From an optimization exercise on the open Yosys and OpenROAD flow, aimed at small area and a short achievable clock period; shortcuts taken in it are not production practice.
At most, simulation tests tie the RTL to the original design; equivalence was not proved.
For runs 2 to 7, only the layout was checked, not whether the RTL still works.
Power is estimated from default activity; no workload was simulated.

### flow/design.v
module fifo_regs_no_flags #(
    parameter g_WIDTH = 8,   
    parameter g_DEPTH = 32   
)(
    input wire i_rst_sync,                 
    input wire i_clk,                      
    input wire i_wr_en,                    
    input wire [g_WIDTH-1:0] i_wr_data,    
    output wire o_full,                    
    input wire i_rd_en,                    
    output wire [g_WIDTH-1:0] o_rd_data,   
    output wire o_empty                    
);
    reg [g_WIDTH-1:0] r_FIFO_DATA [0:g_DEPTH-1];
    reg [$clog2(g_DEPTH)-1:0] r_WR_INDEX;
    reg [$clog2(g_DEPTH)-1:0] r_RD_INDEX;
    reg [$clog2(g_DEPTH):0] r_FIFO_COUNT;
    wire w_FULL;
    wire w_EMPTY;
    wire w_WR = i_wr_en && !w_FULL;
    wire w_RD = i_rd_en && !w_EMPTY;
    always @(posedge i_clk) begin
        if (i_rst_sync)
        begin
            r_FIFO_COUNT <= 0;
            r_WR_INDEX <= 0;
            r_RD_INDEX <= 0;
        end else begin
            if (w_WR && !w_RD) begin
                r_FIFO_COUNT <= r_FIFO_COUNT + 1;
            end else if (!w_WR && w_RD) begin
                r_FIFO_COUNT <= r_FIFO_COUNT - 1;
            end
            if (w_WR) begin
                r_FIFO_DATA[r_WR_INDEX] <= i_wr_data;
                if (r_WR_INDEX == g_DEPTH-1) begin
                    r_WR_INDEX <= 0;
                end else begin
                    r_WR_INDEX <= r_WR_INDEX + 1;
                end
            end
            if (w_RD) begin
                if (r_RD_INDEX == g_DEPTH-1) begin
                    r_RD_INDEX <= 0;
                end else begin
                    r_RD_INDEX <= r_RD_INDEX + 1;
                end
            end
        end
    end
    assign o_rd_data = r_FIFO_DATA[r_RD_INDEX];
    assign w_FULL = (r_FIFO_COUNT == g_DEPTH);
    assign w_EMPTY = (r_FIFO_COUNT == 0);
    assign o_full = w_FULL;
    assign o_empty = w_EMPTY;
endmodule
### flow/run.sh
#!/bin/bash
# synth_recipe.tcl (not shown) runs the flow's synth.tcl, then flattens the netlist and writes it again
# the make line also repeats each setting of config.mk as NAME=value (left out here)
make -C /OpenROAD-flow-scripts/flow DESIGN_CONFIG=/design/flow/config.mk WORK_HOME=/design/flow/orfs CLKGATE_MAP_FILE= SYNTH_SCRIPT=/design/flow/synth_recipe.tcl finish
### flow/config.mk
export PLATFORM = sky130hd
export DESIGN_NAME = fifo_regs_no_flags
export DESIGN_NICKNAME = fifo_regs_no_flags
export VERILOG_FILES = /design/flow/design.v
export SDC_FILE = /design/flow/constraint.sdc
export NUM_CORES = 4
export LEC_CHECK = 0
export CAP_MARGIN = 20
export CORE_MARGIN = 2
export CORE_UTILIZATION = 40
export SLEW_MARGIN = 20
### flow/constraint.sdc
create_clock -name core_clock -period 3.6 [get_ports {i_clk}]
set_input_delay 0.7200 -clock core_clock [delete_from_list [all_inputs] [get_ports {i_clk}]]
set_output_delay 0.7200 -clock core_clock [all_outputs]
set_load 0.01 [all_outputs]
==> metrics.md, run 1 <==
| Metric | Value |
|---|---|
| Routed Antenna Nets | `0` |
| Die area | `~29000 µm²` |
| Final nets | `706` |
| 1st-pass router iterations | `11` |
| Hold Slack | `between 400 and 500 ps` |
| Final worst clock skew | `~16 ps` |
| Placer Congestion | `0.8797` |
| Post-route DRC violation count | `0` |
| Initial antenna violation count | `0` |
| Max_slew headroom | `0.4451` |
| Port Buf Inserts | `21` |
| Cell repeated most along the worst path | `buf_12` |
| Final core occ | `0.4768` |
| Vias in the first global route | `5839` |
| Final min period | `3482 ps` |
| I/O pin total | `22` |
| Ys Warns | `1` |
| Netlist cell types | `50` |
| Top delay family on crit path | `buffers and inverters` |
| Register Area | `8113 µm²` |
| Mapped cell area | `between 10000 and 15000 µm²` |
| P per Cell Area | `about 580 nW/µm²` |
| Max FO, Critical Path | `13` |
| Synth Register Bits | `~280` |
| Fin area | `approximately 13000 µm²` |
| Fmax | `287.2 MHz` |
| Start of the worst register-to-register path | `r_FIFO_COUNT[0]` |
| Status | `no timing/DRC/antenna violations` |
| Setup WS post-layout | `approximately 120 ps` |
| Fin Setup TNS | `0 ps` |
| Worst vdd ir | `0.3630 mV` |
| Clock-pin slew of the registers on the worst-case setup and hold paths | `roughly 60 ps` |
| 1st-iter DRT viols | `roughly 520` |
| Final HPWL DP | `15520 µm` |
| Layout cell share with drive strength beyond 1 | `0.1909` |
| Routed wire length | `23820 µm` |
| Clock buffer depth | `3` |
| Number of H-tree levels | `1` |
| WS Path Type | `flop to output pin` |
| Area of the multi-input gates | `2870 µm²` |
| Worst setup EP type | `output pin` |
| Crit path DAT | `2760 ps` |
| Vias/cell | `between 5 and 6` |
| Maxcap violations | `0` |
| Max Slew Vio Count | `0` |
| Ant diodes | `0` |
| Starting Density | `0.4092` |
| Row count | `60` |
| Placed inst area | `roughly 12000 µm²` |
| Largest net degree at the start of global routing | `37` |
| Final setup viols | `0` |
| Worst EP required | `between 2000 and 3000 ps` |
| Root buffer cell | `clkbuf_16` |
| CTS buffer count | `28` |
| RSZ-0062 raised after global routing | `false` |
| Die Ht | `between 150 and 200 µm` |
| Final worst-path cycle share | `0.9672` |
| Total track usage | `0.1658` |
| Final Hold Viols | `0` |
| Number of enable flip-flop cells after synthesis | `~260` |
| Clk sinks | `about 280` |
| DR WL/cell | `roughly 23 µm` |
| Worst path slowest cell | `mux4_2` |
| Crit-path cells | `buf_12 > buf_12 > mux4_2 > a221oi_4 > nand3_1 > clkdlybuf4s50_1` |
| Crit path buffers/inverters | `3` |
| Synthesized area per cell | `around 18 µm²` |
| Filler cells | `2255` |
| Ys async rst share | `0` |
| Place WS | `229.1 ps` |
| Least-Margin Pin Slew | `slightly above 800 ps` |
| Leak | `between 4 and 5 nW` |
| Via count of the routed design | `5853` |
| Ys flop type | `edfxtp_1` |
| Cell count after synthesis | `624` |
| Hold Path Class | `flop to flop` |
| TritonCTS clock tree | `yes` |
| First-pass GRT wire length | `roughly 36000 µm` |
| Die width | `roughly 170 µm` |
| Hold_sp | `r_FIFO_COUNT[3]` |
| Total core area | `between 20000 and 30000 µm²` |
| Register area share after synthesis | `0.7332` |
| Startpoint Class | `flop` |
| Crit path largest cell delay | `550 ps` |
| Grt ovf | `0` |
| Syn Nets | `649` |
| Worst-Skew Late Latency | `about 540 ps` |
| Area growth, synth to finish | `16.52%` |
## routing by layer
| metal | share of wire | GRT usage | vias to the layer above |
|---|---|---|---|
| met4 | 0.021 | 0.04385 | 0 |
| met5 | 0 | 0 | - |
| met1 | 0.43 | 0.2278 | 2987 |
| met2 | 0.47 | 0.2697 | 185 |
| met3 | 0.073 | 0.03535 | 47 |
| li1 | - | - | 2634 |
## cell usage after synthesis, types with 3 or more instances
cell        n  area (µm²)
edfxtp_1  256        7687
mux2i_1    69       690.7
nor2_1     46       172.7
a22oi_1    32       240.2
mux4_2     32       720.7
nand3_1    27       135.1
dfxtp_1    21       420.4
clkbuf_1   13       48.80
ha_1       12       150.1
nand2_1    12       45.04
buf_2      11       55.05
a21oi_1    10       50.05
a221oi_1    8       70.07
a22o_1      8       70.07
inv_1       7       26.28
and3_1      4       25.02
buf_1       4       15.01
nor2b_1     4       25.02
a31oi_1     3       18.77
nand3b_1    3       22.52
or4_1       3       22.52
## cell families (layout without fill, tap and decap cells)
group                    Yosys count  after routing  share of synthesized area
adder cells (fa/ha/maj)           13             13                    0.01539
buffers and inverters             39            117                    0.01652
AND/OR/NAND/NOR                  115            115                    0.05137
XOR/XNOR                           3              3                   0.002377
flip-flops                       277            277                     0.7332
AO/OA/AOI/OAI                     75             75                    0.05250
multiplexers                     102            102                     0.1286
## worst min-delay path, delay by kind of cell (launching register included)
family / cells / cell delay (ps)
flops: 1 / 320
simple gates: 1 / 70
compound gates: 1 / 50
## registers in the layout, indices dropped and copies added (netlist names), named ones only
register	count
r_FIFO_COUNT	6
r_FIFO_DATA	256
r_RD_INDEX	5
r_WR_INDEX	5
## area by class of cell
cell class,count,area share
timing repair buffer,59,0.04593
clock buffer,33,0.05749
tap,341,0.03311
clock inverter,18,0.009031
sequential,277,0.6296
multi-input combinational,308,0.2228
inverter,7,0.002039
## what timing repair did
item	CTS	global route
hold buffers	0	0
setup buffers	4	0
endpoints found under the setup margin	8	4
gates cloned	0	1
endpoints found under the hold margin	0	0
gates resized for setup	19	3
## power by group
part	internal [W]	switching (W)	total (W)	leakage (nW)
Clock	0.00153	0.00116	0.00270	0.413
Sequential	0.00357	0.0000680	0.00364	2.48
Combinational	0.000504	0.000570	0.00107	1.16
Total	0.00561	0.00180	0.00741	4.05
## cell usage in the layout, fill, tap and decap left out, drive strengths merged, types with 7 or more instances in the layout
master	n
edfxtp	256
mux2i	69
nor2	46
buf	37
clkbuf	34
a22oi	32
mux4	32
nand3	27
dfxtp	21
clkdlybuf4s50	16
clkinv	14
nand2	12
ha	12
a21oi	10
a22o	8
a221oi	8
inv	7
## worst paths after layout
path	endpoint	slack, ps	depth (start not counted)
max	o_rd_data[2]	120	6
min	r_FIFO_COUNT[3]	490	2
max reg2reg	r_FIFO_COUNT[5]	230	10
min reg2reg	r_FIFO_COUNT[3]	490	2
## metrics by stage
step	total power (W)	instances
global placement	0.004713	987
finish	0.007410	1043
floorplan	0.004370	624
detailed placement	0.004751	987
global route	0.007700	1043
CTS	0.007455	1042
==> run 2, diff against run 1 <==
==> flow/design.v (replaced) <==
module fifo_regs_no_flags #(
    parameter g_WIDTH = 8,   
    parameter g_DEPTH = 32   
)(
    input wire i_rst_sync,                 
    input wire i_clk,                      
    input wire i_wr_en,                    
    input wire [g_WIDTH-1:0] i_wr_data,    
    output wire o_full,                    
    input wire i_rd_en,                    
    output wire [g_WIDTH-1:0] o_rd_data,   
    output wire o_empty                    
);
    localparam NHI = g_DEPTH / 4;
    reg [g_WIDTH-1:0] r_SR [0:g_DEPTH-2];
    reg [g_WIDTH-1:0] r_HEAD;
    reg [3:0]     r_LO;
    reg [NHI-1:0] r_HI;
    reg r_EMPTY;     
    reg r_FULL;      
    reg r_LE1;       
    wire w_WR = i_wr_en && !r_FULL;
    wire w_RD = i_rd_en && !r_EMPTY;
    wire w_UP = w_WR && !w_RD;
    wire w_DN = w_RD && !w_WR;
    wire w_N1  = r_LO[3] && r_HI[NHI-1];    
    wire w_NF1 = r_LO[1] && r_HI[NHI-1];    
    wire w_N2  = r_LO[0] && r_HI[0];        
    reg [g_WIDTH-1:0] w_NEXT;
    reg [g_WIDTH-1:0] w_GRP;
    integer g, l;
    always @(*) begin
        w_NEXT = {g_WIDTH{1'b0}};
        for (g = 0; g < NHI; g = g + 1) begin
            w_GRP = {g_WIDTH{1'b0}};
            for (l = 0; l < 4; l = l + 1)
                if (4*g + l < g_DEPTH-1)
                    w_GRP = w_GRP | ({g_WIDTH{r_LO[l]}} & r_SR[4*g + l]);
            w_NEXT = w_NEXT | ({g_WIDTH{r_HI[g]}} & w_GRP);
        end
    end
    integer i;
    always @(posedge i_clk) begin
        if (w_WR) begin
            r_SR[0] <= i_wr_data;
            for (i = 1; i < g_DEPTH-1; i = i + 1)
                r_SR[i] <= r_SR[i-1];
        end
        if (r_EMPTY || i_rd_en)
            r_HEAD <= r_LE1 ? i_wr_data : w_NEXT;
    end
    always @(posedge i_clk) begin
        if (i_rst_sync) begin
            r_LO    <= 4'b0100;
            r_HI    <= {1'b1, {(NHI-1){1'b0}}};
            r_EMPTY <= 1'b1;
            r_FULL  <= 1'b0;
            r_LE1   <= 1'b1;
        end else begin
            if (w_UP) begin
                r_LO    <= {r_LO[2:0], r_LO[3]};
                if (r_LO[3])
                    r_HI <= {r_HI[NHI-2:0], r_HI[NHI-1]};
                r_EMPTY <= 1'b0;
                r_FULL  <= w_NF1;
                r_LE1   <= r_EMPTY;
            end else if (w_DN) begin
                r_LO    <= {r_LO[0], r_LO[3:1]};
                if (r_LO[0])
                    r_HI <= {r_HI[0], r_HI[NHI-1:1]};
                r_EMPTY <= w_N1;
                r_FULL  <= 1'b0;
                r_LE1   <= w_N1 || w_N2;
            end
        end
    end
    assign o_rd_data = r_HEAD;
    assign o_full    = r_FULL;
    assign o_empty   = r_EMPTY;
endmodule
--- a/flow/config.mk
+++ b/flow/config.mk
@@ -5,7 +5,9 @@
 export SDC_FILE = /design/flow/constraint.sdc
 export NUM_CORES = 4
 export LEC_CHECK = 0
+export ABC_CLOCK_PERIOD_IN_PS = 1800
 export CAP_MARGIN = 20
 export CORE_MARGIN = 2
 export CORE_UTILIZATION = 40
+export SETUP_SLACK_MARGIN = 1.8
 export SLEW_MARGIN = 20
==> run 2 against run 1 <==
  * Fmax grew 88%
  * Still clean
  * Via count rose by 0.53%
  * Cell area decreased by 3.9%
  * Sequential power rose by 6.9%
  * Clock skew decreased by 3.5 ps
  * Non-clock buffer count is 11 higher
==> metrics.md, run 2 <==
| Metric | Value |
|---|---|
| Status | `no timing/DRC/antenna violations` |
| Placer Congestion | `0.7347 (-16%)` |
| Post-Synth Adder-Cell Area | `0.001227 (-0.01416)` |
| Port Buf Inserts | `21 (unchanged)` |
| Ys flop type | `edfxtp_1` |
| Startpoint Class | `flop` |
| Synth top cells by count | `256 x edfxtp_1, 122 x a22oi_1, 44 x nand2_1` |
| Die Ht | `163.7 µm (-3.9%)` |
| Via count of the routed design | `5884 (+0.53%)` |
| Final core occ | `0.4933 (+0.01651)` |
| Number of H-tree levels | `1 (unchanged)` |
| Area of the multi-input gates | `2226 µm² (-22%)` |
| Crit path buffers/inverters | `2 (-1)` |
| Clock buffer depth | `3 (unchanged)` |
| Final HPWL DP | `10960 µm (-29%)` |
| Sequential share of power | `0.526 (+0.035)` |
| Share of the synthesized area in the top cell type | `0.7539 (+0.05869)` |
| I/O pin total | `22 (unchanged)` |
| Worst path slowest cell | `dfxtp_4` |
| Placed inst area | `10710 µm² (-9.5%)` |
| Maxcap violations | `0 (unchanged)` |
| Least-Margin Pin Slew | `962.0 ps (+132.7 ps)` |
| Worst setup EP type | `flop` |
| Clock-pin slew of the registers on the worst-case setup and hold paths | `60 ps (about the same)` |
| Vias in the first global route | `5843 (+0.069%)` |
| Max Slew Vio Count | `0 (unchanged)` |
| Leak | `4.183 nW (+3.2%)` |
| Hold Slack | `447.4 ps (-40.74 ps)` |
| Xor/xnor cell area share of the yosys netlist | `0 (-0.002376)` |
| Worst vdd ir | `0.3445 mV (-5.1%)` |
| Largest family of logic cells by synthesized area | `compound AO/OA/AOI/OAI gates` |
| Initial antenna violation count | `0 (unchanged)` |
| Starting Density | `0.4061 (-0.003047)` |
| Int Pwr | `0.005668 W (+1.0%)` |
| Final Hold Viols | `0 (unchanged)` |
| Crit path largest cell delay | `360 ps (-190 ps)` |
| Most common cell in the netlist | `edfxtp_1` |
| Max_slew headroom | `0.3586 (-0.08645)` |
| Filler cells | `2111 (-6.4%)` |
| Final min period | `1848 ps (-1634 ps)` |
| Post-route DRC violation count | `0 (unchanged)` |
| Clk sinks | `271 (-2.2%)` |
| Max reg flops | `248 (-3.1%)` |
| Layout cell share with drive strength beyond 1 | `0.2255 (+0.03464)` |
| Worst EP required | `3820 ps (+940 ps)` |
| Vias/cell | `5.861 (+4.4%)` |
| Ys async rst share | `0 (unchanged)` |
| RSZ-0062 raised after global routing | `true` |
| Post-synthesis simple-gate area fraction | `0.03509 (-0.01628)` |
| Final setup viols | `0 (unchanged)` |
| Die width | `163.7 µm (-3.9%)` |
| Synth area leaders | `edfxtp_1 75%, a22oi_1 9.0%, dfxtp_1 2.9%, nand2_1 1.6%, buf_2 1.3%` |
| Setup WS post-layout | `1752 ps (+1634 ps)` |
| Power share of the clock group | `0.372 (+0.008)` |
| Largest net degree at the start of global routing | `186 (+400%)` |
| 1st-pass router iterations | `5 (-6)` |
| Die area | `26790 µm² (-7.6%)` |
| CTS buffer count | `28 (unchanged)` |
| DR WL/cell | `23.27 µm (+1.9%)` |
| First-pass GRT wire length | `34980 µm (-1.8%)` |
| Synth Area in Compound Gates | `0.1476 (+0.09511)` |
| Commonest non-fill, non-tap cell in the layout | `edfxtp_1` |
| Register area share after synthesis | `0.7833 (+0.05012)` |
| Final worst clock skew | `12.95 ps (-3.507 ps)` |
| Logic pwr share | `0.103 (-0.042)` |
| Fin area | `12390 µm² (-3.9%)` |
| Switch share | `0.2332 (-0.009684)` |
| Synth area leader | `edfxtp_1` |
| Top reg by flops | `r_SR` |
| Ys Warns | `2 (+1)` |
| Total track usage | `0.1706 (+0.004852)` |
| WS Path Type | `flop to flop` |
| Fmax | `541.1 MHz (+88%)` |
| Multiplexer area fraction after synthesis | `0.008957 (-0.1197)` |
| Top delay family on crit path | `compound AO/OA/AOI/OAI gates` |
| Worst-Skew Late Latency | `530 ps (about the same)` |
| Cell count after synthesis | `597 (-4.3%)` |
| TritonCTS clock tree | `yes` |
| Syn Nets | `610 (-6.0%)` |
| Top Registers | `r_SR (248), r_HEAD (8), r_HI (8)` |
| Final nets | `668 (-5.4%)` |
| Ant diodes | `0 (unchanged)` |
| Total power | `0.007392 W (-0.25%)` |
| Register Area | `8006 µm² (-1.3%)` |
| Grt ovf | `0 (unchanged)` |
| Hold Path Class | `flop to flop` |
| NetSw | `0.001724 W (-4.2%)` |
| Number of enable flip-flop cells after synthesis | `256 (unchanged)` |
| Max FO, Critical Path | `8 (-5)` |
| Routed wire length | `23370 µm (-1.9%)` |
| Most frequent cells in the layout | `256 x edfxtp_1, 104 x a22oi_1, 42 x nand2_1` |
| Netlist cell types | `31 (-38%)` |
| Total core area | `25110 µm² (-7.1%)` |
| Final worst-path cycle share | `0.5134 (-0.4538)` |
| Crit path DAT | `2070 ps (-690 ps)` |
| P per Cell Area | `596.8 nW/µm² (+3.8%)` |
| Crit-path cells | `buf_12 > buf_12 > a222oi_1 > nor2b_1 > a2111oi_4 > a41oi_2` |
| Cell repeated most along the worst path | `buf_12` |
| Area growth, synth to finish | `21.46%` |
| Row count | `58 (-3.3%)` |
| 1st-iter DRT viols | `525 (+0.57%)` |
| Synth Register Bits | `271 (-2.2%)` |
| Mapped cell area | `10200 µm² (-7.8%)` |
| Place WS | `920.0 ps (+690.9 ps)` |
| Synthesized area per cell | `17.08 µm² (-3.6%)` |
| Root buffer cell | `clkbuf_16` |
| Routed Antenna Nets | `0 (unchanged)` |
## run 2: cell count changes after synthesis, sizes merged, moves of 16 or more
cell / delta
a22oi: +92
mux2i: -61
mux4: -32
nand2: +32
nand3: -26
nor2: -25
a21boi: +16
## run 2: metal layers
| metal | vias to the layer above | share of wire | GRT usage |
|---|---|---|---|
| li1 | 2557 | - | - |
| met1 | 3065 | 0.42 | 0.2388 |
| met2 | 222 | 0.49 | 0.2798 |
| met3 | 40 | 0.061 | 0.02311 |
| met4 | 0 | 0.024 | 0.05024 |
| met5 | - | 0 | 0 |
## run 2: cells by family after synthesis
family / count (synthesis)
AOI/OAI and AO/OA: 188
adders and majority gates: 1
buffers and inverters: 45
DFF: 271
muxes: 9
and+or+nand+nor: 83
## run 2: final cells by class
cell class / count / area share
sequential: 271 / 0.6464
clock inverter: 11 / 0.008183
clock buffer: 38 / 0.06132
tap: 330 / 0.03334
multi-input combinational: 281 / 0.1797
timing repair buffer: 70 / 0.07011
inverter: 3 / 0.0009092
## run 2: repair_timing
action	in CTS	in global routing
buffers inserted	19	16
gates cloned	3	3
resized for setup	68	36
setup endpoints to repair	280	249
pin swaps	12	23
hold buffers	0	0
## run 2: power by group through the flow
stage	Combinational, W	Sequential (W)	Clock [W]
after CTS	0.000662	0.00388	0.00281
after floorplan	0.000405	0.00388	0
after global placement	0.000489	0.00398	0
after global routing	0.000813	0.00391	0.00293
after detailed placement	0.000499	0.00399	0
final	0.000758	0.00389	0.00275
## run 2: worst register-to-register path: cells and delay by family, from the launching register on
kind	cells	cell delay, ps
AND/OR/NAND/NOR	1	150
flip-flops	1	360
AO/OA/AOI/OAI	3	740
buffers and inverters	2	290
## run 2: through the flow
step | TNS, ps | cells
floorplan | -348390 | 597
global placement | 0 | 914
detailed placement | 0 | 914
CTS | 0 | 985
global route | 0 | 1004
finish | 0 | 1004
## run 2: final timing paths
path                            slack [ps]   startpoint           to  cells past startpoint
worst max-delay path                  1750      r_LO[2]    r_HEAD[4]                      6
worst min-delay path                   450  r_SR[28][7]  r_SR[29][7]                      0
worst max register to register        1750      r_LO[2]    r_HEAD[4]                      6
worst min register to register         450  r_SR[28][7]  r_SR[29][7]                      0
==> run 3, diff against run 2 <==
--- a/flow/config.mk
+++ b/flow/config.mk
@@ -5,9 +5,9 @@
 export SDC_FILE = /design/flow/constraint.sdc
 export NUM_CORES = 4
 export LEC_CHECK = 0
-export ABC_CLOCK_PERIOD_IN_PS = 1800
+export ABC_CLOCK_PERIOD_IN_PS = 1500
 export CAP_MARGIN = 20
 export CORE_MARGIN = 2
 export CORE_UTILIZATION = 40
-export SETUP_SLACK_MARGIN = 1.8
+export SETUP_SLACK_MARGIN = 2.1
 export SLEW_MARGIN = 20
==> run 3 against run 2 <==
  * Sequential power is essentially flat
  * Fmax is 0.54% lower
  * Critical path depth fell by 1
  * Combinational power up 2.8%
  * Core utilization increased by 0.91 points
  * Cell count rose by 1.8%
  * Cell area increased by 1.8%
  * Via count is 2.7% higher
  * Hold slack lost 2.9 ps
  * Die area unchanged
  * Flip-flop and latch count did not move
  * Synthesized cell count did not move
  * Critical path type unchanged
  * Critical endpoint is now r_HEAD[3]
  * Largest cell class unchanged
==> metrics.md, run 3 <==
| Metric | Value |
|---|---|
| Max_slew headroom | `0.3417 (-0.01693)` |
| Syn Nets | `610 (unchanged)` |
| DR WL/cell | `24.24 µm (+4.2%)` |
| Routed wire length | `24780 µm (+6.0%)` |
| Placer Congestion | `0.7584 (+3.2%)` |
| Post-route DRC violation count | `0 (unchanged)` |
| Starting Density | `0.4061 (unchanged)` |
| Netlist cell types | `31 (unchanged)` |
| Crit-path cells | `buf_16 > a222oi_1 > nor2b_1 > a2111oi_2 > a41oi_1` |
| Area growth, synth to finish | `23.69%` |
| Die width | `163.7 µm (unchanged)` |
| Clock buffer depth | `3 (unchanged)` |
| Worst-Skew Late Latency | `540 ps (about the same)` |
| DP Cell Count | `913 (-0.11%)` |
| Final worst-path cycle share | `0.5161 (+0.002789)` |
| Leak | `4.325 nW (+3.4%)` |
| Synthesized area per cell | `17.08 µm² (unchanged)` |
| Synth Register Bits | `271 (unchanged)` |
| Die Ht | `163.7 µm (unchanged)` |
| R2r endpoint | `r_HEAD[3]` |
| Worst path slowest cell | `dfxtp_4` |
| Least-Margin Pin Slew | `986.1 ps (+24.04 ps)` |
| Total core area | `25110 µm² (unchanged)` |
| Die area | `26790 µm² (unchanged)` |
| Root buffer cell | `clkbuf_16` |
| Final Hold Viols | `0 (unchanged)` |
| Final HPWL DP | `10680 µm (-2.6%)` |
| Worst EP required | `3830 ps (about the same)` |
| Register area share after synthesis | `0.7833 (unchanged)` |
| Final nets | `683 (+2.2%)` |
| First-pass GRT wire length | `37370 µm (+6.8%)` |
| Worst vdd ir | `0.3411 mV (-0.99%)` |
| Clk sinks | `271 (unchanged)` |
| CTS buffer count | `28 (unchanged)` |
| Crit path largest cell delay | `400 ps (+40 ps)` |
| WS Path Type | `flop to flop` |
| Filler cells | `2065 (-2.2%)` |
| Ys flop type | `edfxtp_1` |
| Max FO, Critical Path | `6 (-2)` |
| Crit path DAT | `2090 ps (+20 ps)` |
| Most frequent cells in the layout | `256 x edfxtp_1, 114 x a22oi_1, 42 x nand2_1` |
| Start of the worst register-to-register path | `r_LO[0]` |
| Number of H-tree levels | `1 (unchanged)` |
| Crit path from | `r_LO[0]` |
| Placed inst area | `10750 µm² (+0.33%)` |
| Top reg by flops | `r_SR` |
| Initial antenna violation count | `0 (unchanged)` |
| 1st-iter DRT viols | `676 (+29%)` |
| Largest net degree at the start of global routing | `58 (-69%)` |
| Area of the multi-input gates | `2193 µm² (-1.5%)` |
| Fin Setup TNS | `0 ps (unchanged)` |
| RSZ-0062 raised after global routing | `true` |
| Max Slew Vio Count | `0 (unchanged)` |
| Non-filler cells, final | `1022 (+1.8%)` |
| Layout cell share with drive strength beyond 1 | `0.2486 (+0.02304)` |
| Row count | `58 (unchanged)` |
| Synth area leaders | `edfxtp_1 75%, a22oi_1 9.0%, dfxtp_1 2.9%, nand2_1 1.6%, buf_2 1.3%` |
| Startpoint Class | `flop` |
| Final setup viols | `0 (unchanged)` |
| Commonest non-fill, non-tap cell in the layout | `edfxtp_1` |
| 1st-pass router iterations | `5 (unchanged)` |
| Hold Slack | `444.4 ps (-2.944 ps)` |
| Synth area leader | `edfxtp_1` |
| Via count of the routed design | `6041 (+2.7%)` |
| Share of the synthesized area in the top cell type | `0.7539 (unchanged)` |
| Vias/cell | `5.911 (+0.86%)` |
| Fin area | `12610 µm² (+1.8%)` |
| Final min period | `1858 ps (+10.04 ps)` |
| Most common cell in the netlist | `edfxtp_1` |
| Total track usage | `0.1849 (+0.01429)` |
| Maxcap violations | `0 (unchanged)` |
| Worst setup EP type | `flop` |
| Vias in the first global route | `6087 (+4.2%)` |
| Cell count after synthesis | `597 (unchanged)` |
| P per Cell Area | `587.8 nW/µm² (-1.5%)` |
| TritonCTS clock tree | `yes` |
| Max reg flops | `248 (unchanged)` |
| Ys async rst share | `0 (unchanged)` |
| Status | `no timing/DRC/antenna violations` |
| End of the critical path | `r_HEAD[3]` |
| Mapped cell area | `10200 µm² (unchanged)` |
| Fmax | `538.2 MHz (-0.54%)` |
| Top Registers | `r_SR (248), r_HEAD (8), r_HI (8)` |
| Flop-to-flop setup slack | `1740 ps (about the same)` |
| Routed Antenna Nets | `0 (unchanged)` |
| Number of enable flip-flop cells after synthesis | `256 (unchanged)` |
| Ys Warns | `2 (unchanged)` |
| Ant diodes | `0 (unchanged)` |
| Final worst clock skew | `12.63 ps (-0.3220 ps)` |
| I/O pin total | `22 (unchanged)` |
| Clock-pin slew of the registers on the worst-case setup and hold paths | `60 ps (about the same)` |
| Synth top cells by count | `256 x edfxtp_1, 122 x a22oi_1, 44 x nand2_1` |
| Hold Path Class | `flop to flop` |
| Port Buf Inserts | `21 (unchanged)` |
| R2R cell count | `5 (-1)` |
| Register Area | `8005 µm² (about the same)` |
| Grt ovf | `0 (unchanged)` |
-- run 3: cell counts after synthesis --
Identical to the previous run, type by type.
-- run 3: metrics by stage --
| stage | utilization | total power, W | worst slack, ps |
|---|---|---|---|
| 2_1_floorplan | - | 0.004293 | -2210 |
| 6_report | 0.5023 | 0.007414 | 1742 |
| 4_1_cts | 0.4944 | 0.007411 | 1744 |
| 5_1_grt | 0.5023 | 0.007657 | 1645 |
| 3_5_place_dp | 0.4281 | 0.004497 | 805.1 |
| 3_3_place_gp | 0.4281 | 0.004472 | 834.4 |
-- run 3: worst min path at each step --
stage	start	endpoint	slack (ps)	depth (start not counted)
after floorplan	r_SR[29][0]	r_SR[30][0]	430	0
after global placement	r_SR[11][1]	r_SR[12][1]	430	0
after detailed placement	r_SR[13][6]	r_SR[14][6]	440	0
after CTS	r_SR[28][1]	r_SR[29][1]	440	0
after global routing	r_SR[5][1]	r_SR[6][1]	460	0
final	r_SR[5][1]	r_SR[6][1]	440	0
-- run 3: metal layers --
metal / global-route usage / vias up / routed length, µm
li1: - / 2590 / -
met5: 0 / - / 0
met2: 0.2968 / 267 / 11730
met1: 0.2599 / 3129 / 10620
met3: 0.03174 / 55 / 1697
met4: 0.05502 / 0 / 730
-- run 3: layout make-up --
type                    count  area share
repair buffers             85     0.08819
flip-flops and latches    271      0.6347
multi-input cells         281      0.1739
clock inverters             9    0.003075
well taps                 330     0.03273
clock buffers              43     0.06656
inverters                   3   0.0008928
-- run 3: kinds of logic after synthesis --
logic type	synth area share
AOI/OAI and AO/OA	0.1476
adders and majority gates	0.001227
buffers and inverters	0.02380
DFF	0.7833
muxes	0.008957
and+or+nand+nor	0.03509
-- run 3: worst max-delay path: cells and delay by family (launching register included) --
| family | cells | cell delay [ps] |
|---|---|---|
| AOI/OAI and AO/OA | 3 | 840 |
| DFF | 1 | 400 |
| buffers and inverters | 1 | 160 |
| and+or+nand+nor | 1 | 130 |
-- run 3: power by group --
group / internal [W] / switching, W
Sequential: 0.00372 / 0.000162
Clock: 0.00160 / 0.00116
Combinational: 0.000351 / 0.000428
-- run 3: repair_timing --
item	CTS	global route
hold buffers	0	0
buffers inserted	40	6
endpoints found under the setup margin	281	232
gates cloned	8	3
gates resized for setup	95	25
pin swaps	19	11
==> run 4, diff against run 3 <==
--- a/flow/config.mk
+++ b/flow/config.mk
@@ -5,9 +5,12 @@
 export SDC_FILE = /design/flow/constraint.sdc
 export NUM_CORES = 4
 export LEC_CHECK = 0
-export ABC_CLOCK_PERIOD_IN_PS = 1500
+export ABC_CLOCK_PERIOD_IN_PS = 1800
 export CAP_MARGIN = 20
 export CORE_MARGIN = 2
 export CORE_UTILIZATION = 40
-export SETUP_SLACK_MARGIN = 2.1
+export CTS_BUF_LIST = sky130_fd_sc_hd__clkbuf_8 sky130_fd_sc_hd__clkbuf_16
+export CTS_CLUSTER_DIAMETER = 100
+export CTS_CLUSTER_SIZE = 24
+export SETUP_SLACK_MARGIN = 1.8
 export SLEW_MARGIN = 20
==> run 4 against run 3 <==
  * Flip-flop and latch count did not move
  * Critical path depth fell by 2
  * Fmax fell by 0.95%
  * Combinational power fell by 1%
  * Largest power group unchanged
  * Highest routed layer unchanged
==> metrics.md, run 4 <==
| Metric | Value |
|---|---|
| Status | `no timing/DRC/antenna violations` |
| Worst EP required | `3710 ps (-120 ps)` |
| First-pass GRT wire length | `34990 µm (-6.4%)` |
| Most common cell in the netlist | `edfxtp_1` |
| Synth area leader | `edfxtp_1` |
| Netlist cell types | `31 (unchanged)` |
| Max_slew headroom | `0.3139 (-0.02778)` |
| Worst path slowest cell | `buf_16` |
| CTS buffer count | `15 (-46%)` |
| Max FO, Critical Path | `185 (+179)` |
| Final worst-path cycle share | `0.5211 (+0.004922)` |
| Layout cell share with drive strength beyond 1 | `0.2052 (-0.04331)` |
| WS Path Type | `flop to flop` |
| Initial antenna violation count | `0 (unchanged)` |
| Share of the synthesized area in the top cell type | `0.7539 (unchanged)` |
| Start of the worst register-to-register path | `r_FULL` |
| Port Buf Inserts | `21 (unchanged)` |
| Largest net degree at the start of global routing | `186 (+220%)` |
| Row count | `58 (unchanged)` |
| Worst setup EP type | `flop` |
| Total power | `0.006421 W (-13%)` |
| Number of enable flip-flop cells after synthesis | `256 (unchanged)` |
| Number of H-tree levels | `1 (unchanged)` |
| Final worst clock skew | `19.87 ps (+7.243 ps)` |
| Syn Nets | `610 (unchanged)` |
| Final HPWL DP | `10960 µm (+2.6%)` |
| Fmax | `533.1 MHz (-0.95%)` |
| I/O pin total | `22 (unchanged)` |
| Hold Path Class | `flop to flop` |
| Commonest non-fill, non-tap cell in the layout | `edfxtp_1` |
| Clk sinks | `271 (unchanged)` |
| Top Registers | `r_SR (248), r_HEAD (8), r_HI (8)` |
| Die width | `163.7 µm (unchanged)` |
| Clock-pin slew of the registers on the worst-case setup and hold paths | `100 ps (+40 ps)` |
| Total track usage | `0.1711 (-0.01386)` |
| RSZ-0062 raised after global routing | `true` |
| Cell count after synthesis | `597 (unchanged)` |
| Crit path from | `r_FULL` |
| 1st-pass router iterations | `5 (unchanged)` |
| Max reg flops | `248 (unchanged)` |
| Final min period | `1876 ps (+17.72 ps)` |
| TritonCTS clock tree | `yes` |
| CTS Hold Bufs | `0 (unchanged)` |
| Crit path DAT | `1990 ps (-100 ps)` |
| Ys Warns | `2 (unchanged)` |
| Total core area | `25110 µm² (unchanged)` |
| Top Usage Layer GRT | `met2` |
| Met2 Use GR | `0.2804 (-0.01642)` |
| Ys async rst share | `0 (unchanged)` |
| Synth top cells by count | `256 x edfxtp_1, 122 x a22oi_1, 44 x nand2_1` |
| Clock buffer depth | `3 (unchanged)` |
| Crit-path cells | `buf_4 > nor2b_4 > buf_16` |
| Worst-Skew Late Latency | `490 ps (-50 ps)` |
| Die Ht | `163.7 µm (unchanged)` |
| Top delay family on crit path | `buffers and inverters` |
| Final nets | `652 (-4.5%)` |
| Starting Density | `0.4061 (unchanged)` |
| Area growth, synth to finish | `17.89%` |
| Routed Antenna Nets | `0 (unchanged)` |
| Ys flop type | `edfxtp_1` |
| 1st-iter DRT viols | `587 (-13%)` |
| Max Slew Vio Count | `0 (unchanged)` |
| GRT met3 Usage | `0.01905 (-0.01270)` |
| Leak | `4.029 nW (-6.8%)` |
| Ant diodes | `0 (unchanged)` |
| Die area | `26790 µm² (unchanged)` |
| Startpoint Class | `flop` |
| Synthesized area per cell | `17.08 µm² (unchanged)` |
| Post-route DRC violation count | `0 (unchanged)` |
| Vias/cell | `5.889 (-0.38%)` |
| Final setup viols | `0 (unchanged)` |
| Top reg by flops | `r_SR` |
| Crit path buffers/inverters | `2 (+1)` |
| DR WL/cell | `23.63 µm (-2.5%)` |
| Placer Congestion | `0.7347 (-3.1%)` |
| Hold Slack | `442.8 ps (-1.665 ps)` |
| Most frequent cells in the layout | `256 x edfxtp_1, 104 x a22oi_1, 42 x nand2_1` |
| Hold_sp | `r_SR[1][1]` |
| Synth Register Bits | `271 (unchanged)` |
| Synth area leaders | `edfxtp_1 75%, a22oi_1 9.0%, dfxtp_1 2.9%, nand2_1 1.6%, buf_2 1.3%` |
| Mapped cell area | `10200 µm² (unchanged)` |
| Grt ovf | `0 (unchanged)` |
| Worst vdd ir | `0.4261 mV (+25%)` |
| Register area share after synthesis | `0.7833 (unchanged)` |
| P per Cell Area | `534.1 nW/µm² (-9.1%)` |
| Via count of the routed design | `5759 (-4.7%)` |
| Final Hold Viols | `0 (unchanged)` |
| Fin Setup TNS | `0 ps (unchanged)` |
| Crit path largest cell delay | `510 ps (+110 ps)` |
| Maxcap violations | `0 (unchanged)` |
| GR Util met1 | `0.2444 (-0.01549)` |
| Vias in the first global route | `5706 (-6.3%)` |
| Least-Margin Pin Slew | `1029 ps (+43.02 ps)` |
| Root buffer cell | `clkbuf_16` |
| Routed wire length | `23120 µm (-6.7%)` |
[run 4: cell counts after synthesis]
Identical to the previous run, type by type.
[run 4: where the power goes]
group	internal (W)	switching, W	total [W]
combinational	0.000354	0.000415	0.000769
sequential	0.00372	0.000163	0.00388
clock	0.000785	0.000987	0.00177
[run 4: logic make-up after synthesis]
group                      after synthesis  synth area share
buffers and inverters                   45           0.02380
adders and majority gates                1          0.001227
DFF                                    271            0.7833
AOI/OAI and AO/OA                      188            0.1476
muxes                                    9          0.008957
and+or+nand+nor                         83           0.03509
[run 4: path summary, 6_finish.rpt]
check | endpoint | slack [ps] | cells past startpoint
setup / recovery | r_SR[0][7] | 1720 | 3
hold / removal | r_SR[2][1] | 440 | 0
setup reg to reg | r_SR[0][7] | 1720 | 3
hold reg to reg | r_SR[2][1] | 440 | 0
[run 4: per-layer routing]
| layer | part of all wire | vias to the layer above | wire length, µm |
|---|---|---|---|
| li1 | - | 2513 | - |
| met1 | 0.44 | 3012 | 10130 |
| met2 | 0.49 | 202 | 11380 |
| met3 | 0.050 | 32 | 1165 |
| met4 | 0.019 | 0 | 440 |
| met5 | 0 | - | 0 |
[run 4: area by class of cell]
type	instances	area [µm²]
well taps	330	412.9
repair buffers	67	923.4
clock buffers	15	375.4
flip-flops and latches	271	8006
fillers	2150	13090
multi-input cells	281	2230
inverters	3	11.26
clock inverters	11	62.56
[run 4: stage by stage]
| step | util | instance area [µm²] | instances | setup slack [ps] |
|---|---|---|---|---|
| finish | 0.4788 | 12020 | 978 | 1724 |
| global route | 0.4788 | 12020 | 978 | 1657 |
| CTS | 0.4660 | 11700 | 967 | 1721 |
| detailed placement | 0.4267 | 10710 | 914 | 920.0 |
| global placement | 0.4267 | 10710 | 914 | 925.3 |
| floorplan | - | 10250 | 597 | -2210 |
[run 4: worst reg2reg max path: cells and delay by family, from the launching register on]
| kind | cells | cell delay [ps] |
|---|---|---|
| AND/OR/NAND/NOR | 1 | 200 |
| buffers and inverters | 2 | 660 |
| flip-flops | 1 | 330 |
[run 4: timing repair]
item / 4_1_cts / 5_1_grt
gates resized for setup: 63 / 42
setup buffers: 20 / 9
setup endpoints to repair: 281 / 252
pin swaps: 14 / 23
cloned: 7 / 2
==> run 5, diff against run 4 <==
--- a/flow/design.v
+++ b/flow/design.v
@@ -13,6 +13,8 @@
 );
     localparam NHI = g_DEPTH / 4;
     reg [g_WIDTH-1:0] r_SR [0:g_DEPTH-2];
+    reg [g_WIDTH-1:0] r_WD;
+    reg r_WQ;
     reg [g_WIDTH-1:0] r_HEAD;
     reg [3:0]     r_LO;
     reg [NHI-1:0] r_HI;
@@ -23,9 +25,14 @@
     wire w_RD = i_rd_en && !r_EMPTY;
     wire w_UP = w_WR && !w_RD;
     wire w_DN = w_RD && !w_WR;
-    wire w_N1  = r_LO[3] && r_HI[NHI-1];    
-    wire w_NF1 = r_LO[1] && r_HI[NHI-1];    
-    wire w_N2  = r_LO[0] && r_HI[0];        
+    wire w_Q0  = r_LO[0] && r_HI[0];
+    wire w_Q1  = r_LO[1] && r_HI[0];
+    wire w_Q29 = r_LO[1] && r_HI[NHI-1];
+    wire w_Q30 = r_LO[2] && r_HI[NHI-1];
+    wire w_Q31 = r_LO[3] && r_HI[NHI-1];
+    wire w_N1  = r_WQ ? w_Q31 : w_Q0;     
+    wire w_N2  = r_WQ ? w_Q0  : w_Q1;     
+    wire w_NF1 = r_WQ ? w_Q29 : w_Q30;    
     reg [g_WIDTH-1:0] w_NEXT;
     reg [g_WIDTH-1:0] w_GRP;
     integer g, l;
@@ -34,15 +41,16 @@
         for (g = 0; g < NHI; g = g + 1) begin
             w_GRP = {g_WIDTH{1'b0}};
             for (l = 0; l < 4; l = l + 1)
-                if (4*g + l < g_DEPTH-1)
-                    w_GRP = w_GRP | ({g_WIDTH{r_LO[l]}} & r_SR[4*g + l]);
+                w_GRP = w_GRP | ({g_WIDTH{r_LO[l]}} &
+                                 ((4*g + l == 0) ? r_WD : r_SR[4*g + l - 1]));
             w_NEXT = w_NEXT | ({g_WIDTH{r_HI[g]}} & w_GRP);
         end
     end
     integer i;
     always @(posedge i_clk) begin
-        if (w_WR) begin
-            r_SR[0] <= i_wr_data;
+        r_WD <= i_wr_data;
+        if (r_WQ) begin
+            r_SR[0] <= r_WD;
             for (i = 1; i < g_DEPTH-1; i = i + 1)
                 r_SR[i] <= r_SR[i-1];
         end
@@ -51,23 +59,28 @@
     end
     always @(posedge i_clk) begin
         if (i_rst_sync) begin
-            r_LO    <= 4'b0100;
+            r_WQ    <= 1'b0;
+            r_LO    <= 4'b1000;
             r_HI    <= {1'b1, {(NHI-1){1'b0}}};
             r_EMPTY <= 1'b1;
             r_FULL  <= 1'b0;
             r_LE1   <= 1'b1;
         end else begin
-            if (w_UP) begin
-                r_LO    <= {r_LO[2:0], r_LO[3]};
+            r_WQ <= w_WR;
+            if (r_WQ && !w_RD) begin
+                r_LO <= {r_LO[2:0], r_LO[3]};
                 if (r_LO[3])
                     r_HI <= {r_HI[NHI-2:0], r_HI[NHI-1]};
+            end else if (!r_WQ && w_RD) begin
+                r_LO <= {r_LO[0], r_LO[3:1]};
+                if (r_LO[0])
+                    r_HI <= {r_HI[0], r_HI[NHI-1:1]};
+            end
+            if (w_UP) begin
                 r_EMPTY <= 1'b0;
                 r_FULL  <= w_NF1;
                 r_LE1   <= r_EMPTY;
             end else if (w_DN) begin
-                r_LO    <= {r_LO[0], r_LO[3:1]};
-                if (r_LO[0])
-                    r_HI <= {r_HI[0], r_HI[NHI-1:1]};
                 r_EMPTY <= w_N1;
                 r_FULL  <= 1'b0;
                 r_LE1   <= w_N1 || w_N2;
--- a/flow/config.mk
+++ b/flow/config.mk
@@ -9,8 +9,5 @@
 export CAP_MARGIN = 20
 export CORE_MARGIN = 2
 export CORE_UTILIZATION = 40
-export CTS_BUF_LIST = sky130_fd_sc_hd__clkbuf_8 sky130_fd_sc_hd__clkbuf_16
-export CTS_CLUSTER_DIAMETER = 100
-export CTS_CLUSTER_SIZE = 24
 export SETUP_SLACK_MARGIN = 1.8
 export SLEW_MARGIN = 20
==> run 5 against run 4 <==
  * Largest cell class unchanged
  * Clock power is 62% higher
  * Synthesized cell count is 4.4% higher
  * Largest power group unchanged
  * Critical path depth is 2 lower
  * Power is 14% higher
  * Global-route usage is 0.42 points lower
==> metrics.md, run 5 <==
| Metric | Value |
|---|---|
| Worst path slowest cell | `edfxtp_1` |
| Routed wire length | `24020 µm (+3.9%)` |
| Start of the worst register-to-register path | `r_LO[0]` |
| 1st-pass router iterations | `6 (+1)` |
| 1st-iter DRT viols | `627 (+6.8%)` |
| Xor/xnor cell area share of the yosys netlist | `0 (unchanged)` |
| Max FO, Critical Path | `1 (-99%)` |
| Syn Nets | `637 (+4.4%)` |
| Placer Congestion | `0.7116 (-3.1%)` |
| Top reg by flops | `r_SR` |
| Final worst-path cycle share | `0.5145 (-0.006578)` |
| Final nets | `678 (+4.0%)` |
| Worst-Skew Late Latency | `530 ps (+40 ps)` |
| Worst EP required | `2880 ps (-830 ps)` |
| Synth Area in Compound Gates | `0.1482 (+0.0005937)` |
| Routed Antenna Nets | `0 (unchanged)` |
| Grt ovf | `0 (unchanged)` |
| Ys async rst share | `0 (unchanged)` |
| RSZ-0062 raised after global routing | `true` |
| Synth area leader | `edfxtp_1` |
| DP Cell Count | `942 (+3.1%)` |
| Die Ht | `166.0 µm (+1.5%)` |
| Area growth, synth to finish | `17.99% (about the same)` |
| Die width | `166.0 µm (+1.5%)` |
| Hold_sp | `r_WD[3]` |
| Synth Register Bits | `280 (+3.3%)` |
| Max reg flops | `248 (unchanged)` |
| Synthesized area per cell | `16.86 µm² (-1.3%)` |
| Netlist cell types | `33 (+6.5%)` |
| Crit path from | `r_HEAD[0]` |
| Final core occ | `0.4782 (-0.0005260)` |
| Multiplexer area fraction after synthesis | `0.01060 (+0.001646)` |
| Least-Margin Pin Slew | `963.1 ps (-66.05 ps)` |
| Final HPWL DP | `11470 µm (+4.7%)` |
| CTS buffer count | `27 (+12)` |
| Place WS | `613.3 ps (-306.7 ps)` |
| Hold Path Class | `flop to flop` |
| Maxcap violations | `0 (unchanged)` |
| DR WL/cell | `23.57 µm (-0.29%)` |
| Share of the synthesized area in the top cell type | `0.7320 (-0.02191)` |
| TritonCTS clock tree | `yes` |
| Mapped cell area | `10500 µm² (+3.0%)` |
| Crit path buffers/inverters | `1 (-1)` |
| Non-filler cells, final | `1019 (+4.2%)` |
| Number of H-tree levels | `1 (unchanged)` |
| Synth top cells by count | `256 x edfxtp_1, 125 x a22oi_1, 44 x nand2_1` |
| Status | `no timing/DRC/antenna violations` |
| Max Slew Vio Count | `0 (unchanged)` |
| Vias in the first global route | `6008 (+5.3%)` |
| Clk sinks | `280 (+3.3%)` |
| Crit-path cells | `buf_2` |
| Top delay family on crit path | `flip-flops` |
| Worst vdd ir | `0.3889 mV (-8.7%)` |
| Clock buffer depth | `3 (unchanged)` |
| P per Cell Area | `589.7 nW/µm² (+10%)` |
| Final setup viols | `0 (unchanged)` |
| Number of enable flip-flop cells after synthesis | `256 (unchanged)` |
| I/O pin total | `22 (unchanged)` |
| WS Path Type | `flop to output pin` |
| First-pass GRT wire length | `36110 µm (+3.2%)` |
| CTS Hold Bufs | `0 (unchanged)` |
| Root buffer cell | `clkbuf_16` |
| Largest family of logic cells by synthesized area | `compound AO/OA/AOI/OAI gates` |
| Die area | `27570 µm² (+2.9%)` |
| Total track usage | `0.1669 (-0.004201)` |
| Ys flop type | `edfxtp_1` |
| Cell count after synthesis | `623 (+4.4%)` |
| Vias/cell | `5.915 (+0.44%)` |
| Register area share after synthesis | `0.7777 (-0.005615)` |
| Leak | `4.145 nW (+2.9%)` |
| Post-route DRC violation count | `0 (unchanged)` |
| Total core area | `25910 µm² (+3.2%)` |
| Commonest non-fill, non-tap cell in the layout | `edfxtp_1` |
| Fin area | `12390 µm² (+3.1%)` |
| Final worst clock skew | `7.713 ps (-12.16 ps)` |
| Via count of the routed design | `6027 (+4.7%)` |
| Layout cell share with drive strength beyond 1 | `0.1813 (-0.02396)` |
| Ant diodes | `0 (unchanged)` |
| Final min period | `1852 ps (-23.68 ps)` |
| Post-Synth Adder-Cell Area | `0.002383 (+0.001156)` |
| Port Buf Inserts | `21 (unchanged)` |
| Final Hold Viols | `0 (unchanged)` |
| Post-synthesis simple-gate area fraction | `0.02823 (-0.006858)` |
| Setup WS post-layout | `1748 ps (+23.68 ps)` |
| Most frequent cells in the layout | `256 x edfxtp_1, 117 x a22oi_1, 43 x nand2_1` |
| Ys Warns | `2 (unchanged)` |
| Synth area leaders | `edfxtp_1 73%, a22oi_1 8.9%, dfxtp_1 4.6%, buf_6 1.6%, nand2_1 1.6%` |
| Crit path DAT | `1130 ps (-860 ps)` |
| Placed inst area | `10930 µm² (+2.0%)` |
| Fin Setup TNS | `0 ps (unchanged)` |
| Crit path largest cell delay | `440 ps (-70 ps)` |
| Worst setup EP type | `output pin` |
| Max_slew headroom | `0.3571 (+0.04316)` |
| Starting Density | `0.4053 (-0.0007882)` |
| Initial antenna violation count | `0 (unchanged)` |
| Clock-pin slew of the registers on the worst-case setup and hold paths | `70 ps (-30 ps)` |
| Startpoint Class | `flop` |
| Row count | `59 (+1.7%)` |
| Largest net degree at the start of global routing | `88 (-53%)` |
| Fmax | `539.9 MHz (+1.3%)` |
| Most common cell in the netlist | `edfxtp_1` |
run 5: cell count changes after synthesis, sizes merged, moves of 4 or more:
cell,before,now
a22oi,124,128
a32oi,2,8
a21oi,10,14
nor2,21,15
clkbuf,10,14
a41oi,6,0
a21boi,16,24
inv,3,9
dfxtp,15,24
nor2b,12,5
run 5: area by class of cell:
cell class	instances	area (µm²)
fill	2121	13520
timing repair buffer	57	656.9
inverter	9	33.78
multi-input combinational	289	2186
clock buffer	42	822.0
clock inverter	7	85.08
sequential	280	8189
tap	335	419.2
run 5: final timing paths:
kind | cells past startpoint | endpoint | slack (ps)
max | 1 | o_rd_data[0] | 1750
min | 0 | r_SR[0][3] | 440
max reg2reg | 6 | r_HEAD[3] | 1750
min reg2reg | 0 | r_SR[0][3] | 440
run 5: timing repair:
item,CTS,global route
hold endpoints to repair,0,0
pin swaps,9,14
gates cloned,2,1
buffers inserted,18,7
setup endpoints to repair,207,16
gates resized for setup,77,23
run 5: cell families (layout without fill, tap and decap cells):
| family | after synthesis | after routing |
|---|---|---|
| compound gates | 204 | 205 |
| simple gates | 71 | 71 |
| flops | 280 | 280 |
| mux | 11 | 11 |
| fa+ha+maj | 2 | 2 |
| buf+inv | 55 | 115 |
run 5: metrics by stage:
stage          hold WS [ps]  total power, W
6_report              435.5        0.007308
5_1_grt               448.0        0.007535
4_1_cts               433.9        0.007302
3_5_place_dp          416.6        0.004391
3_3_place_gp          419.2        0.004371
2_1_floorplan         409.2        0.004212
run 5: power by group:
| part | switching (W) | internal (W) |
|---|---|---|
| Sequential | 0.000147 | 0.00372 |
| Combinational | 0.000329 | 0.000244 |
| Clock | 0.00116 | 0.00170 |
run 5: layer usage:
layer	wire, µm	share of wire	GRT usage
met1	10440	0.43	0.2383
met2	11270	0.47	0.2645
met3	1778	0.074	0.03337
met4	527	0.022	0.04234
met5	0	0	0
==> run 6, diff against run 5 <==
--- a/flow/config.mk
+++ b/flow/config.mk
@@ -9,5 +9,8 @@
 export CAP_MARGIN = 20
 export CORE_MARGIN = 2
 export CORE_UTILIZATION = 40
+export CTS_BUF_LIST = sky130_fd_sc_hd__clkbuf_8
+export CTS_CLUSTER_DIAMETER = 60
+export CTS_CLUSTER_SIZE = 16
 export SETUP_SLACK_MARGIN = 1.8
 export SLEW_MARGIN = 20
==> run 6 against run 5 <==
  * Critical path depth unchanged
  * Count of clock-buffer cells in the layout shrank 20
  * Die area did not move
  * Synthesized cell count is the same
  * Non-clock buffer count is 9 higher
  * Fmax down 1.2%
  * Flip-flop and latch count stayed put
==> metrics.md, run 6 <==
| Metric | Value |
|---|---|
| Status | `no timing/DRC/antenna violations` |
| Clock-pin slew of the registers on the worst-case setup and hold paths | `110 ps (+40 ps)` |
| Grt ovf | `0 (unchanged)` |
| Ys async rst share | `0 (unchanged)` |
| Port Buf Inserts | `21 (unchanged)` |
| Share of the synthesized area in the top cell type | `0.7320 (unchanged)` |
| Hold Crit Endpoint | `r_SR[0][5]` |
| Register area share after synthesis | `0.7777 (unchanged)` |
| Final min period | `1874 ps (+22.17 ps)` |
| Largest family of logic cells by synthesized area | `compound AO/OA/AOI/OAI gates` |
| Final worst-path cycle share | `0.5206 (+0.006158)` |
| Multiplexer area fraction after synthesis | `0.01060 (unchanged)` |
| Met2 Use GR | `0.2587 (-0.005773)` |
| Total core area | `25910 µm² (unchanged)` |
| Top reg by flops | `r_SR` |
| Area growth, synth to finish | `15.80%` |
| Crit path largest cell delay | `450 ps (about the same)` |
| 1st-pass router iterations | `6 (unchanged)` |
| RSZ-0062 raised after global routing | `true` |
| Layout cell share with drive strength beyond 1 | `0.2221 (+0.04077)` |
| Crit path buffers/inverters | `1 (unchanged)` |
| Worst hold stages | `0 (unchanged)` |
| Hold Path Class | `flop to flop` |
| Synth Area in Compound Gates | `0.1482 (unchanged)` |
| Ys Warns | `2 (unchanged)` |
| Most common cell in the netlist | `edfxtp_1` |
| Die area | `27570 µm² (unchanged)` |
| Post-route DRC violation count | `0 (unchanged)` |
| Final worst clock skew | `19.55 ps (+11.84 ps)` |
| Number of enable flip-flop cells after synthesis | `256 (unchanged)` |
| Ant diodes | `0 (unchanged)` |
| Synth area leaders | `edfxtp_1 73%, a22oi_1 8.9%, dfxtp_1 4.6%, buf_6 1.6%, nand2_1 1.6%` |
| Crit path DAT | `1150 ps (+20 ps)` |
| CTS Hold Bufs | `0 (unchanged)` |
| Largest net degree at the start of global routing | `88 (unchanged)` |
| I/O pin total | `22 (unchanged)` |
| CTS buffer count | `21 (-22%)` |
| Routed wire length | `24510 µm (+2.1%)` |
| Worst-Skew Late Latency | `530 ps (about the same)` |
| Cell count after synthesis | `623 (unchanged)` |
| 1st-iter DRT viols | `787 (+26%)` |
| TritonCTS clock tree | `yes` |
| Die Ht | `166.0 µm (unchanged)` |
| Via count of the routed design | `6050 (+0.38%)` |
| Fin Setup TNS | `0 ps (unchanged)` |
| Maxcap violations | `0 (unchanged)` |
| Vias/cell | `5.961 (+0.78%)` |
| WS Path Type | `flop to output pin` |
| Top Usage Layer GRT | `met2` |
| GRT met3 Usage | `0.03313 (-0.0002383)` |
| Final Hold Viols | `0 (unchanged)` |
| Worst setup EP type | `output pin` |
| Fmax | `533.5 MHz (-1.2%)` |
| Synth top cells by count | `256 x edfxtp_1, 125 x a22oi_1, 44 x nand2_1` |
| Worst vdd ir | `0.3184 mV (-18%)` |
| Start of the worst register-to-register path | `r_LO[0]` |
| Crit-path cells | `buf_2` |
| Final HPWL DP | `11470 µm (unchanged)` |
| Number of H-tree levels | `1 (unchanged)` |
| Starting Density | `0.4053 (unchanged)` |
| Top delay family on crit path | `flip-flops` |
| DR WL/cell | `24.15 µm (+2.5%)` |
| Final core occ | `0.4694 (-0.008885)` |
| Clock buffer depth | `3 (unchanged)` |
| Logic pwr share | `0.107 (+0.029)` |
| Int Pwr | `0.004574 W (-19%)` |
| Most frequent cells in the layout | `256 x edfxtp_1, 91 x a22oi_1, 42 x nand2_1` |
| Worst path slowest cell | `edfxtp_1` |
| Max FO, Critical Path | `1 (unchanged)` |
| First-pass GRT wire length | `36130 µm (about the same)` |
| Clk sinks | `280 (unchanged)` |
| Total track usage | `0.1673 (+0.0003996)` |
| GR Util met1 | `0.2434 (+0.005064)` |
| Leak | `4.016 nW (-3.1%)` |
| Ys flop type | `edfxtp_1` |
| Row count | `59 (unchanged)` |
| Placer Congestion | `0.7116 (unchanged)` |
| Synth area leader | `edfxtp_1` |
| Non-filler cells, final | `1015 (-0.39%)` |
| Least-Margin Pin Slew | `1112 ps (+149.2 ps)` |
| P per Cell Area | `499.8 nW/µm² (-15%)` |
| Startpoint Class | `flop` |
| Final setup viols | `0 (unchanged)` |
| Die width | `166.0 µm (unchanged)` |
| Initial antenna violation count | `0 (unchanged)` |
| Max Slew Vio Count | `0 (unchanged)` |
| R2R cell count | `6 (unchanged)` |
| Synthesized area per cell | `16.86 µm² (unchanged)` |
| NetSw | `0.001504 W (-8.1%)` |
| Post-Synth Adder-Cell Area | `0.002383 (unchanged)` |
| Syn Nets | `637 (unchanged)` |
| Vias in the first global route | `6037 (+0.48%)` |
| Hold_sp | `r_WD[5]` |
| Root buffer cell | `clkbuf_8` |
| Mapped cell area | `10500 µm² (unchanged)` |
| Power share of the clock group | `0.258 (-0.134)` |
| Routed Antenna Nets | `0 (unchanged)` |
| Max_slew headroom | `0.2575 (-0.09962)` |
| Max reg flops | `248 (unchanged)` |
| Switch share | `0.2475 (+0.02344)` |
| Final nets | `681 (+0.44%)` |
| Worst EP required | `2880 ps (about the same)` |
| DP Cell Count | `942 (unchanged)` |
| Netlist cell types | `33 (unchanged)` |
| Commonest non-fill, non-tap cell in the layout | `edfxtp_1` |
| Xor/xnor cell area share of the yosys netlist | `0 (unchanged)` |
| Sequential share of power | `0.635 (+0.105)` |
| R2r endpoint | `r_HEAD[3]` |
| Flop-to-flop setup slack | `1750 ps (about the same)` |
| Post-synthesis simple-gate area fraction | `0.02823 (unchanged)` |
| Synth Register Bits | `280 (unchanged)` |
-- run 6: cell count changes in the layout (fill, tap and decap cells not counted), sizes merged, moves of 2 or more --
cell    delta
buf        +8
bufinv     -2
clkbuf    -18
clkinv     -3
inv       +13
-- run 6: per-stage QoR --
step	hold WS (ps)	cell area [µm²]	setup WS, ps	power [W]
2_1_floorplan	409.2	10540	374.3	0.004212
3_3_place_gp	419.2	10930	742.7	0.004371
3_5_place_dp	416.6	10930	613.3	0.004391
4_1_cts	444.3	11740	1690	0.006032
5_1_grt	461.8	12160	1683	0.006291
6_report	443.3	12160	1726	0.006078
-- run 6: repair_timing --
action | in CTS | in global routing
cloned | 2 | 3
pin swaps | 12 | 32
setup buffers | 30 | 2
setup endpoints to repair | 206 | 106
resized for setup | 78 | 74
-- run 6: cell type report --
type | count | area, µm²
fill | 2152 | 13750
sequential | 280 | 8193
multi-input combinational | 289 | 2385
timing repair buffer | 66 | 770.7
tap | 335 | 419.2
clock buffer | 22 | 302.8
clock inverter | 14 | 57.56
inverter | 9 | 33.78
-- run 6: cells by family after synthesis --
kind of cell,count (synthesis)
AOI/OAI and AO/OA,204
muxes,11
DFF,280
and+or+nand+nor,71
adders and majority gates,2
buffers and inverters,55
-- run 6: worst max path at each step --
stage,start,to,cells after the start
floorplan,r_WQ,r_HI[5],6
global placement,i_rd_en,r_HI[7],7
detailed placement,i_rd_en,r_HI[0],7
CTS,r_HEAD[0],o_rd_data[0],1
global route,r_LO[0],r_HEAD[3],6
finish,r_HEAD[0],o_rd_data[0],1
-- run 6: per-layer routing --
metal	share of wire	vias up
met5	0	-
met4	0.026	0
met3	0.070	54
met2	0.47	229
met1	0.44	3151
li1	-	2616
-- run 6: power by group through the flow --
stage	sequential, W	combinational, W	clock, W
3_5_place_dp	0.00397	0.000425	0
2_1_floorplan	0.00389	0.000317	0
4_1_cts	0.00385	0.000570	0.00161
5_1_grt	0.00388	0.000700	0.00172
6_report	0.00386	0.000650	0.00157
3_3_place_gp	0.00396	0.000412	0
-- run 6: worst reg2reg max path, cell delays in order, from the launching register on --
cell       delay, ps
dfxtp_4          380
buf_12           140
buf_4            180
a22oi_2          170
nand2_1          120
a2111oi_4        400
a32oi_2          190
==> run 7, diff against run 6 <==
--- a/flow/config.mk
+++ b/flow/config.mk
@@ -9,8 +9,8 @@
 export CAP_MARGIN = 20
 export CORE_MARGIN = 2
 export CORE_UTILIZATION = 40
-export CTS_BUF_LIST = sky130_fd_sc_hd__clkbuf_8
-export CTS_CLUSTER_DIAMETER = 60
-export CTS_CLUSTER_SIZE = 16
+export CTS_BUF_LIST = sky130_fd_sc_hd__clkbuf_8 sky130_fd_sc_hd__clkbuf_16
+export CTS_CLUSTER_DIAMETER = 100
+export CTS_CLUSTER_SIZE = 24
 export SETUP_SLACK_MARGIN = 1.8
 export SLEW_MARGIN = 20
==> run 7 against run 6 <==
  * Non-clock buffer count is 1 lower
  * Core utilization fell by 0.46 points
  * Via count decreased by 1.2%
  * Count of clock-buffer cells in the layout decreased by 7
  * Critical path type is now flop to flop
  * Largest power group unchanged
  * Routed wire length fell by 2.4%
==> metrics.md, run 7 <==
| Metric | Value |
|---|---|
| Final setup viols | `0 (unchanged)` |
| NetSw | `0.001480 W (-1.6%)` |
| Final HPWL DP | `11470 µm (unchanged)` |
| Grt ovf | `0 (unchanged)` |
| I/O pin total | `22 (unchanged)` |
| Final Hold Viols | `0 (unchanged)` |
| Syn Nets | `637 (unchanged)` |
| Max reg flops | `248 (unchanged)` |
| Ys Warns | `2 (unchanged)` |
| Total core area | `25910 µm² (unchanged)` |
| P per Cell Area | `518.0 nW/µm² (+3.6%)` |
| Clock buffer depth | `3 (unchanged)` |
| Row count | `59 (unchanged)` |
| Root buffer cell | `clkbuf_16` |
| Area growth, synth to finish | `14.67%` |
| Max FO, Critical Path | `9 (+8)` |
| Flop-to-flop setup slack | `1720 ps (-30 ps)` |
| Final worst clock skew | `23.16 ps (+3.611 ps)` |
| Die area | `27570 µm² (unchanged)` |
| Non-filler cells, final | `1002 (-1.3%)` |
| Worst EP required | `3770 ps (+890 ps)` |
| Int Pwr | `0.004758 W (+4.0%)` |
| Final worst-path cycle share | `0.5215 (+0.0008194)` |
| Max_slew headroom | `0.3107 (+0.05324)` |
| Vias/cell | `5.965 (about the same)` |
| Most frequent cells in the layout | `256 x edfxtp_1, 110 x a22oi_1, 44 x nand2_1` |
| Max Slew Vio Count | `0 (unchanged)` |
| Routed wire length | `23920 µm (-2.4%)` |
| Die width | `166.0 µm (unchanged)` |
| Top reg by flops | `r_SR` |
| Status | `no timing/DRC/antenna violations` |
| Logic pwr share | `0.098 (-0.009)` |
| Synth area leaders | `edfxtp_1 73%, a22oi_1 8.9%, dfxtp_1 4.6%, buf_6 1.6%, nand2_1 1.6%` |
| Share of the synthesized area in the top cell type | `0.7320 (unchanged)` |
| Starting Density | `0.4053 (unchanged)` |
| RSZ-0062 raised after global routing | `true` |
| First-pass GRT wire length | `35600 µm (-1.5%)` |
| Mapped cell area | `10500 µm² (unchanged)` |
| DP Cell Count | `942 (unchanged)` |
| Synth top cells by count | `256 x edfxtp_1, 125 x a22oi_1, 44 x nand2_1` |
| Startpoint Class | `flop` |
| Clk sinks | `280 (unchanged)` |
| Maxcap violations | `0 (unchanged)` |
| Switch share | `0.2372 (-0.01021)` |
| Layout cell share with drive strength beyond 1 | `0.1739 (-0.04815)` |
| Power share of the clock group | `0.283 (+0.025)` |
| Sequential share of power | `0.619 (-0.016)` |
| Via count of the routed design | `5977 (-1.2%)` |
| TritonCTS clock tree | `yes` |
| Ys flop type | `edfxtp_1` |
| Total track usage | `0.1641 (-0.003163)` |
| Worst vdd ir | `0.3517 mV (+10%)` |
| Ant diodes | `0 (unchanged)` |
| Setup WS post-layout | `1723 ps (-2.950 ps)` |
| Placer Congestion | `0.7116 (unchanged)` |
| Cell count after synthesis | `623 (unchanged)` |
| DR WL/cell | `23.87 µm (-1.2%)` |
| 1st-iter DRT viols | `666 (-15%)` |
| Worst-Skew Late Latency | `510 ps (-20 ps)` |
| Hold Path Class | `flop to flop` |
| Fmax | `532.7 MHz (-0.16%)` |
| Leak | `3.995 nW (-0.52%)` |
| 1st-pass router iterations | `5 (-1)` |
| Least-Margin Pin Slew | `1033 ps (-79.75 ps)` |
| Netlist cell types | `33 (unchanged)` |
| Final min period | `1877 ps (+2.950 ps)` |
| Synth area leader | `edfxtp_1` |
| Crit path DAT | `2050 ps (+900 ps)` |
| WS Path Type | `flop to flop` |
| Register area share after synthesis | `0.7777 (unchanged)` |
| Largest net degree at the start of global routing | `88 (unchanged)` |
| Port Buf Inserts | `21 (unchanged)` |
| Routed Antenna Nets | `0 (unchanged)` |
| Ys async rst share | `0 (unchanged)` |
| Number of H-tree levels | `1 (unchanged)` |
| Final nets | `673 (-1.2%)` |
| Filler cells | `2168 (+0.74%)` |
| Die Ht | `166.0 µm (unchanged)` |
| Number of enable flip-flop cells after synthesis | `256 (unchanged)` |
| Post-route DRC violation count | `0 (unchanged)` |
| Clock-pin slew of the registers on the worst-case setup and hold paths | `90 ps (-20 ps)` |
| Synthesized area per cell | `16.86 µm² (unchanged)` |
| Synth Register Bits | `280 (unchanged)` |
| Fin Setup TNS | `0 ps (unchanged)` |
| Most common cell in the netlist | `edfxtp_1` |
| CTS buffer count | `15 (-29%)` |
| CTS Hold Bufs | `0 (unchanged)` |
| Place WS | `613.3 ps (unchanged)` |
| Worst setup EP type | `flop` |
| Vias in the first global route | `5985 (-0.86%)` |
| Commonest non-fill, non-tap cell in the layout | `edfxtp_1` |
| Initial antenna violation count | `0 (unchanged)` |
## run 7: changes by cell type in the layout (fill, tap and decap cells not counted), sizes merged
cell    change
a21oi       -1
buf         -1
clkbuf      -7
clkinv      -1
inv         -3
## run 7: path summary, 6_finish.rpt
path	startpoint	to	depth (start not counted)
worst min register to register	r_WD[7]	r_SR[0][7]	0
worst min-delay path	r_WD[7]	r_SR[0][7]	0
worst max-delay path	r_LO[0]	r_HEAD[3]	5
worst max register to register	r_LO[0]	r_HEAD[3]	5
## run 7: power by group through the flow
stage / sequential, W / clock (W) / combinational (W)
detailed placement: 0.00397 / 0 / 0.000425
finish: 0.00386 / 0.00177 / 0.000610
global route: 0.00388 / 0.00193 / 0.000657
CTS: 0.00386 / 0.00182 / 0.000548
floorplan: 0.00389 / 0 / 0.000317
global placement: 0.00396 / 0 / 0.000412
## run 7: per-layer routing
layer  up-vias  global-route usage  share of wire
met2       252              0.2486           0.46
met3        48             0.02979          0.077
met5         -                   0              0
met4         0             0.05633          0.026
li1       2594                   -              -
met1      3083              0.2404           0.43
## run 7: timing repair
item,in CTS,in global routing
gates cloned,1,3
pin swaps,11,22
setup buffers,26,5
resized for setup,83,32
setup endpoints to repair,206,54
## run 7: area by class of cell
class	instances	area (µm²)	area share
multi-input cells	288	2222	0.1845
well taps	335	419.2	0.03481
clock buffers	15	375.4	0.03117
repair buffers	65	752.0	0.06244
clock inverters	10	47.55	0.003948
inverters	9	33.78	0.002805
flip-flops and latches	280	8193	0.6803
## run 7: through the flow
| step | total power, W | instance area (µm²) | hold WS [ps] | utilization |
|---|---|---|---|---|
| floorplan | 0.004212 | 10540 | 409.2 | - |
| global placement | 0.004371 | 10930 | 419.2 | 0.4218 |
| detailed placement | 0.004391 | 10930 | 416.6 | 0.4218 |
| CTS | 0.006221 | 11780 | 441.9 | 0.4546 |
| global route | 0.006465 | 12040 | 459.4 | 0.4648 |
| finish | 0.006238 | 12040 | 447.9 | 0.4648 |
## run 7: critical path: stages (launching register included)
cell	delay [ps]
dfxtp_4	410
buf_4	200
a22oi_1	190
nand2_1	100
a2111oi_2	400
a32oi_1	240
## run 7: logic make-up after synthesis
kind of cell,share of synthesized area
AOI/OAI and AO/OA,0.1482
adders and majority gates,0.002382
buffers and inverters,0.03288
DFF,0.7777
muxes,0.01060
and+or+nand+nor,0.02823
